Context: an optimization exercise on an open-source flow, tuned for small area and a short achievable clock period. The choices shown serve that exercise and are no tape-out recipe.
The RTL was checked by simulation tests, not by an equivalence proof against the original design.

==> job 1063: inputs <==
Design eq_mix, start of the top module:
module eq_mix( lft_out, rht_out,
	       POT_LP, POT_B1, POT_B2, POT_B3, POT_HP, VOLUME,
	       lft_LP, rht_LP, lft_B1, rht_B1, lft_B2, rht_B2,
	       lft_B3, rht_B3, lft_HP, rht_HP, clk );
Settings: LEC_CHECK=0, ABC_AREA=1, CAP_MARGIN=20, CORE_MARGIN=2, CORE_UTILIZATION=45, PLACE_DENSITY=0.6, SETUP_SLACK_MARGIN=3.2, SLEW_MARGIN=20; clock period 12.0 ns.
standard.sh (not shown) runs the stock make flow with config.mk's settings and CLKGATE_MAP_FILE= SYNTH_SCRIPT=/design/flow/synth_recipe.tcl, a recipe that flattens the netlist after the stock synthesis.
==> flow/flow/run.sh <==
#!/bin/bash
# Standard ORFS layout, with one step added after synthesis: flow/polarity.py
# complements full adders (FA(~a,~b,~c) = ~FA(a,b,c)) to remove inverters that
# synthesis leaves around them, and folds inverters into the gates next to them.
# Registers and the rest of the flow are untouched.
set -euo pipefail
R=orfs/results/${FLOW_PLATFORM}/eq_mix/base
bash standard.sh synth > synth.log 2>&1
cp $R/1_2_yosys.v $R/1_2_yosys.standard.v
python3 flow/polarity.py $R/1_2_yosys.standard.v $R/1_2_yosys.pol.v > polarity.log 2>&1
mv $R/1_2_yosys.pol.v $R/1_2_yosys.v
rm -f $R/1_synth.odb $R/1_synth.sdc
# port buffers: a plain buf_2 instead of the delay buffer buffer_ports picks by default
bash standard.sh finish "BUFFER_PORTS_ARGS=-buffer_cell sky130_fd_sc_hd__buf_2" > layout.log 2>&1
Other scripts of this flow, unchanged in this note and not shown: flow/flow/polarity.py
==> job 3536 (differences from job 1063) <==
--- a/flow/config.mk
+++ b/flow/config.mk
@@ -12,3 +12,3 @@
 export PLACE_DENSITY = 0.6
-export SETUP_SLACK_MARGIN = 3.2
+export SETUP_SLACK_MARGIN = 2.8
 export SLEW_MARGIN = 20
==> notes <==
- Synthesized cell count is the same in job 1063 and job 3536.
- Register-to-register slack: job 1063 is higher than job 3536 (0.32 ns).
- Area after synthesis is the same in job 3536 and job 1063.
- Of job 3536 and job 1063, job 1063 has the higher utilization (gap 0.80 points).
- Of job 3536 and job 1063, job 1063 has the higher clock skew (gap 0.0027 ns).
- In job 1063 the non-clock buffer count is higher than in job 3536, by 57.
- In job 3536 the worst hold slack is higher than in job 1063, by 0.030 ns.
- Of job 1063 and job 3536, job 1063 has the higher setup slack (gap 0.15 ns).
- Clock-buffer cell count: job 3536 is higher than job 1063 (1).

---

==> lagoon <==
Another version of the RTL of eq_mix (not shown whole).
==> flow/config.mk <==
export PLATFORM = sky130hd
export DESIGN_NAME = eq_mix
export DESIGN_NICKNAME = eq_mix
export VERILOG_FILES = /design/flow/design.v
export SDC_FILE = /design/flow/constraint.sdc
export NUM_CORES = 4
export LEC_CHECK = 0
export ABC_AREA = 1
export CAP_MARGIN = 20
export CORE_MARGIN = 2
export CORE_UTILIZATION = 45
export PLACE_DENSITY = 0.6
export SETUP_SLACK_MARGIN = 2.8
export SLEW_MARGIN = 20
==> flow/constraint.sdc <==
create_clock -name core_clock -period 12.0 [get_ports {clk}]
set_input_delay 2.4000 -clock core_clock [delete_from_list [all_inputs] [get_ports {clk}]]
set_output_delay 2.4000 -clock core_clock [all_outputs]
set_load 0.01 [all_outputs]
Scripts as last shown in full above: flow/flow/run.sh
Other scripts of this flow, unchanged in this note and not shown: flow/flow/polarity.py
==> yarrow (differences from lagoon) <==
--- a/flow/flow/run.sh
+++ b/flow/flow/run.sh
@@ -12,3 +12,3 @@
 rm -f $R/1_synth.odb $R/1_synth.sdc
-# port buffers: a plain buf_2 instead of the delay buffer buffer_ports picks by default
-bash standard.sh finish "BUFFER_PORTS_ARGS=-buffer_cell sky130_fd_sc_hd__buf_2" > layout.log 2>&1
+# port buffers: a plain buf_4 instead of the delay buffer buffer_ports picks by default
+bash standard.sh finish "BUFFER_PORTS_ARGS=-buffer_cell sky130_fd_sc_hd__buf_4" > layout.log 2>&1
==> qor summary <==
quantity                                                          yarrow                   lagoon
Area Overhead vs Synth                                             10.3%                    9.06%
Number of nets in the layout                                        9845                     9852
Delay of the slowest cell on the worst path                       620 ps                   540 ps
Multi-input gate area                                        55100 sq um              55000 sq um
Worst setup timing slack at the placement stage                  2280 ps                  1980 ps
Gates resized, CTS repair                                            167                      158
Post-detail-place hpwl                                         177000 um                176000 um
Data arrival, critical path                                      6810 ps                  6820 ps
Layout clock buffer count                                             18                       20
Met2 wirelength from detailed routing                           98900 um                 99600 um
Multi-input combinational area share                               81.6%                    82.5%
Cell Area, Placed                                            64600 sq um              64000 sq um
End of the worst hold path                                    rht_sb[17]               lft_sb[17]
Setup WS post-layout                                             2790 ps                  2780 ps
Total routed wire length on the met1 layer                      97600 um                 96200 um
Status                                           complete, no violations  complete, no violations
Routed len/inst                                                  22.8 um                  22.8 um
Number of cells on the worst reg-to-reg path                          33                       26

---

==> run D: inputs <==
Starting RTL as in the previous note.
clock: 12.0 ns
lec_check: 0
abc_area: 1
cap_margin: 20
core_margin: 2
core_utilization: 45
place_density: 0.6
slew_margin: 20
==> flow/flow/run.sh <==
#!/bin/bash
# Standard ORFS layout, with one step added after synthesis: flow/polarity.py
# complements full adders (FA(~a,~b,~c) = ~FA(a,b,c)) to remove inverters that
# synthesis leaves around them.  Registers and the rest of the flow are untouched.
set -euo pipefail
R=orfs/results/${FLOW_PLATFORM}/eq_mix/base
bash standard.sh synth > synth.log 2>&1
cp $R/1_2_yosys.v $R/1_2_yosys.standard.v
python3 flow/polarity.py $R/1_2_yosys.standard.v $R/1_2_yosys.pol.v > polarity.log 2>&1
mv $R/1_2_yosys.pol.v $R/1_2_yosys.v
rm -f $R/1_synth.odb $R/1_synth.sdc
bash standard.sh finish > layout.log 2>&1
Other scripts of this flow, unchanged in this note and not shown: flow/flow/polarity.py
==> run B: changes against run D <==
--- a/flow/config.mk
+++ b/flow/config.mk
@@ -11,3 +11,4 @@
 export CORE_UTILIZATION = 45
 export PLACE_DENSITY = 0.6
+export SETUP_SLACK_MARGIN = 3.0
 export SLEW_MARGIN = 20
==> notes.md <==
item                                                           run D           run B
Timing-limited maximum frequency                          0.0936 GHz       0.109 GHz
Minimum hold slack                                           1.54 ns         1.58 ns
Non-Clock Buffer Count                                           368             475
Grt met1 use                                                   43.6%           43.9%
Non-clock buffer contribution to total cell area               5.14%           5.98%
Post-Route WL                                                 229 mm          234 mm
Met3 layer usage reported by global route                      5.69%           5.92%
Met1 wire length                                             96.4 mm         96.5 mm
Arrival time of data at the critical path endpoint           8.28 ns         6.74 ns
Non-clock inverter count in the final layout                    1433            1436
CP max stage delay                                           0.73 ns         0.52 ns
Result of the run                                     finished clean  finished clean
Post-route design area                                   66900 sq um     69700 sq um
Detail Route met2 WL                                          103 mm          105 mm
Overall track demand over capacity in global routing           32.1%           32.6%
Wire length of the first global-routing pass                  357 mm          362 mm
Total via count in the routed design                           63200           64100

static timing again, ports no longer ideal:
The flow's constraints put no driver on any port. The routed layouts listed below were extracted and timed again, unchanged, in two steps. Step 1 (the two cells are an assumption about what drives the block):
set clk [get_ports {clk}]
set_driving_cell -lib_cell sky130_fd_sc_hd__clkbuf_16 $clk
set_driving_cell -lib_cell sky130_fd_sc_hd__buf_2 [delete_from_list [all_inputs] $clk]
Step 2 moves the port delays by t, midway between the first and last clock arrival at a register: inputs arrive t later, outputs are due t later. That takes back most of the time a late clock gives input paths. a / b / c = ideal ports / drivers / drivers and shift; a / b = the first two.
| run | t (ns) | slack for setup (ns) | clock arrival spread, ns | worst register clock-pin slew, ns | worst data-port slew with drivers (ns) |
|---|---|---|---|---|---|
| job 1063 | 0.593 | 2.960 / 2.901 / 2.908 | 0.039 / 0.039 | 0.10 / 0.10 | 0.14 |
| job 3536 | 0.601 | 2.812 / 2.785 / 2.641 | 0.035 / 0.035 | 0.10 / 0.10 | 0.14 |
| lagoon | 0.579 | 2.779 / 2.735 / 2.744 | 0.024 / 0.023 | 0.08 / 0.08 | 0.12 |
| yarrow | 0.599 | 2.786 / 2.717 / 2.714 | 0.025 / 0.024 | 0.08 / 0.08 | 0.12 |
| run D | 0.626 | 1.317 / 1.232 / 1.298 | 0.033 / 0.034 | 0.10 / 0.10 | 0.10 |
| run B | 0.627 | 2.856 / 2.796 / 2.703 | 0.033 / 0.033 | 0.10 / 0.10 | 0.09 |
After both steps every run listed still meets setup and hold. For job 3536, which loses most, drivers alone change the setup slack by -0.027 ns; drivers and shift together by -0.171 ns.
